Source: an optimization exercise on an open RTL-to-GDS flow (aim: small area and a short achievable clock period). Production flows keep margins and buffers that such runs may drop. Power figures rest on the tool's default switching activity, not on a simulated workload.

==> v24: inputs <==
## CircuitTest
module CircuitTest (a,b,c,z,x,clk,rst);
input [63:0] a, b, c;
input clk,rst;
output reg [31:0] z, x;
reg [32:0] ar, yr;
reg er;
wire w1; g_nand2 u1 (.a(a[0]), .b(b[0]), .y(w1));
wire w2; g_nor2 u2 (.a(a[0]), .b(b[0]), .y(w2));
wire w3; g_nand2 u3 (.a(a[1]), .b(b[1]), .y(w3));
wire w4; g_nor2 u4 (.a(a[1]), .b(b[1]), .y(w4));
wire w5; g_nand2 u5 (.a(a[2]), .b(b[2]), .y(w5));
wire w6; g_nor2 u6 (.a(a[2]), .b(b[2]), .y(w6));
wire w7; g_nand2 u7 (.a(a[3]), .b(b[3]), .y(w7));
wire w8; g_nor2 u8 (.a(a[3]), .b(b[3]), .y(w8));
wire w9; g_nand2 u9 (.a(a[4]), .b(b[4]), .y(w9));
wire w10; g_nor2 u10 (.a(a[4]), .b(b[4]), .y(w10));
wire w11; g_nand2 u11 (.a(a[5]), .b(b[5]), .y(w11));
wire w12; g_nor2 u12 (.a(a[5]), .b(b[5]), .y(w12));
wire w13; g_nand2 u13 (.a(a[6]), .b(b[6]), .y(w13));
wire w14; g_nor2 u14 (.a(a[6]), .b(b[6]), .y(w14));
wire w15; g_nand2 u15 (.a(a[7]), .b(b[7]), .y(w15));
wire w16; g_nor2 u16 (.a(a[7]), .b(b[7]), .y(w16));
wire w17; g_nand2 u17 (.a(a[8]), .b(b[8]), .y(w17));
wire w18; g_nor2 u18 (.a(a[8]), .b(b[8]), .y(w18));
wire w19; g_nand2 u19 (.a(a[9]), .b(b[9]), .y(w19));
wire w20; g_nor2 u20 (.a(a[9]), .b(b[9]), .y(w20));
wire w21; g_nand2 u21 (.a(a[10]), .b(b[10]), .y(w21));
wire w22; g_nor2 u22 (.a(a[10]), .b(b[10]), .y(w22));
wire w23; g_nand2 u23 (.a(a[11]), .b(b[11]), .y(w23));
wire w24; g_nor2 u24 (.a(a[11]), .b(b[11]), .y(w24));
wire w25; g_nand2 u25 (.a(a[12]), .b(b[12]), .y(w25));
wire w26; g_nor2 u26 (.a(a[12]), .b(b[12]), .y(w26));
wire w27; g_nand2 u27 (.a(a[13]), .b(b[13]), .y(w27));
wire w28; g_nor2 u28 (.a(a[13]), .b(b[13]), .y(w28));
wire w29; g_nand2 u29 (.a(a[14]), .b(b[14]), .y(w29));
wire w30; g_nor2 u30 (.a(a[14]), .b(b[14]), .y(w30));
wire w31; g_nand2 u31 (.a(a[15]), .b(b[15]), .y(w31));
wire w32; g_nor2 u32 (.a(a[15]), .b(b[15]), .y(w32));
wire w33; g_nand2 u33 (.a(a[16]), .b(b[16]), .y(w33));
wire w34; g_nor2 u34 (.a(a[16]), .b(b[16]), .y(w34));
wire w35; g_nand2 u35 (.a(a[17]), .b(b[17]), .y(w35));
wire w36; g_nor2 u36 (.a(a[17]), .b(b[17]), .y(w36));
wire w37; g_nand2 u37 (.a(a[18]), .b(b[18]), .y(w37));
wire w38; g_nor2 u38 (.a(a[18]), .b(b[18]), .y(w38));
wire w39; g_nand2 u39 (.a(a[19]), .b(b[19]), .y(w39));
wire w40; g_nor2 u40 (.a(a[19]), .b(b[19]), .y(w40));
wire w41; g_nand2 u41 (.a(a[20]), .b(b[20]), .y(w41));
  ...
==> flow/config.mk <==
export PLATFORM = sky130hd
export DESIGN_NAME = CircuitTest
export DESIGN_NICKNAME = CircuitTest
export VERILOG_FILES = /design/flow/design.v
export SDC_FILE = /design/flow/constraint.sdc
export NUM_CORES = 4
export LEC_CHECK = 0
export ABC_AREA = 1
export CAP_MARGIN = 20
export CORE_MARGIN = 2
export CORE_UTILIZATION = 40
export CTS_BUF_LIST = sky130_fd_sc_hd__clkbuf_8
export SETUP_SLACK_MARGIN = 4.35
export SLEW_MARGIN = 20
export SYNTH_HIERARCHICAL = 1
export TNS_END_PERCENT = 0
==> flow/constraint.sdc <==
create_clock -name core_clock -period 7.5 [get_ports {clk}]
set_input_delay 1.5000 -clock core_clock [delete_from_list [all_inputs] [get_ports {clk}]]
set_output_delay 1.5000 -clock core_clock [all_outputs]
set_load 0.01 [all_outputs]
standard.sh (not shown) runs the stock make flow with config.mk's settings and CLKGATE_MAP_FILE= SYNTH_SCRIPT=/design/flow/synth_recipe.tcl, a recipe that flattens the netlist after the stock synthesis.
==> flow/flow/run.sh <==
#!/bin/bash
# Own layout flow: the standard ORFS flow (standard.sh) with these changes:
#  - synthesis script flow/mixsynth.tcl: synth_recipe.tcl with ABC run per module,
#    the small gate modules (g_*) with ORFS's speed script and the top module with
#    ORFS's area script (ABC_AREA 1); hierarchy is flattened at the end as before;
#  - no Yosys full/half-adder extraction (ADDER_MAP_FILE empty);
#  - ABC sizes for a 2 fF load (ABC_LOAD_IN_FF), so gate modules get small cells;
#  - the port buffers that buffer_ports puts on every input and output are
#    sky130_fd_sc_hd__buf_1 instead of the default delay buffer.
# Make's full output goes to flow_make.log here; each ORFS step keeps its own log
# under orfs/logs/.
set -uo pipefail
here=$(pwd)
bash standard.sh ADDER_MAP_FILE= ABC_LOAD_IN_FF=2 \
  "SYNTH_SCRIPT=$here/flow/mixsynth.tcl" \
  "BUFFER_PORTS_ARGS=-buffer_cell sky130_fd_sc_hd__buf_1" \
  finish > flow_make.log 2>&1
==> flow/flow/mixsynth.tcl <==
# The standard flow's synthesis script (synth_recipe.tcl) with one change: ABC maps the small
# gate modules (g_*) with ORFS's speed script, which keeps XOR and MUX cells,
# and the rest of the design with ORFS's area script.
proc synth {args} { yosys synth -nofsm -noshare {*}$args }
proc abc {args} {
  set i [lsearch -exact $args -script]
  set speed [lreplace $args $i [expr {$i + 1}] -script $::env(SCRIPTS_DIR)/abc_speed.script]
  set area [lreplace $args $i [expr {$i + 1}] -script $::env(SCRIPTS_DIR)/abc_area.script]
  foreach m [split [string trim [yosys tee -q -s result.string select -list-mod =g_*]] "\n"] {
    if {$m ne ""} { yosys abc {*}$speed =$m }
  }
  yosys abc {*}$area =$::env(DESIGN_NAME)
}
source $::env(SCRIPTS_DIR)/synth.tcl
# left out here: clear keep_hierarchy, flatten, clean up, hide names made inside functions, write 1_2_yosys.v
==> inputs of v18, as changes to v24 <==
SETUP_SLACK_MARGIN = 4.5   (was 4.35)
==> summary.txt <==
In clock-buffer cell count, v18 and v24 do not differ.
Register-to-register slack is about the same in v18 and v24.
In combinational power, v18 and v24 hardly differ.
In critical path depth, v18 and v24 do not differ.
In sequential share of layout area, v18 and v24 do not differ.
Via count is the same in v24 and v18.
Hold slack is the same in v24 and v18.
Power is the same in v18 and v24.
v18 completed with no timing, DRC or antenna violations. v24 went through all stages and came out clean.
In utilization, v18 and v24 do not differ.
Function was not checked in any run of this note: the RTL went through the layout flow alone.

==> what the ideal ports hide <==
The results above use ideal ports. As a check the final layouts listed here were re-extracted and re-timed, cells and wires unchanged.
Step 1 (the two cells are an assumption about what drives the block):
set clk [get_ports {clk}]
set_driving_cell -lib_cell sky130_fd_sc_hd__clkbuf_16 $clk
set_driving_cell -lib_cell sky130_fd_sc_hd__buf_2 [delete_from_list [all_inputs] $clk]
Step 2 also shifts input and output timing later by t, the mid clock arrival at the registers, as if the neighbouring blocks saw the same clock.
a / b / c = ideal ports / drivers / drivers and shift; a / b = the first two.
| run | t, ns | slack for setup (ns) | worst setup path at the end | cell pins on the clock port's net |
|---|---|---|---|---|
| v24 | 0.496 | 4.316 / 4.321 / 3.825 | input to register | 1 |
| v18 | 0.496 | 4.316 / 4.321 / 3.825 | input to register | 1 |
After both steps setup and hold are still met in every run listed.
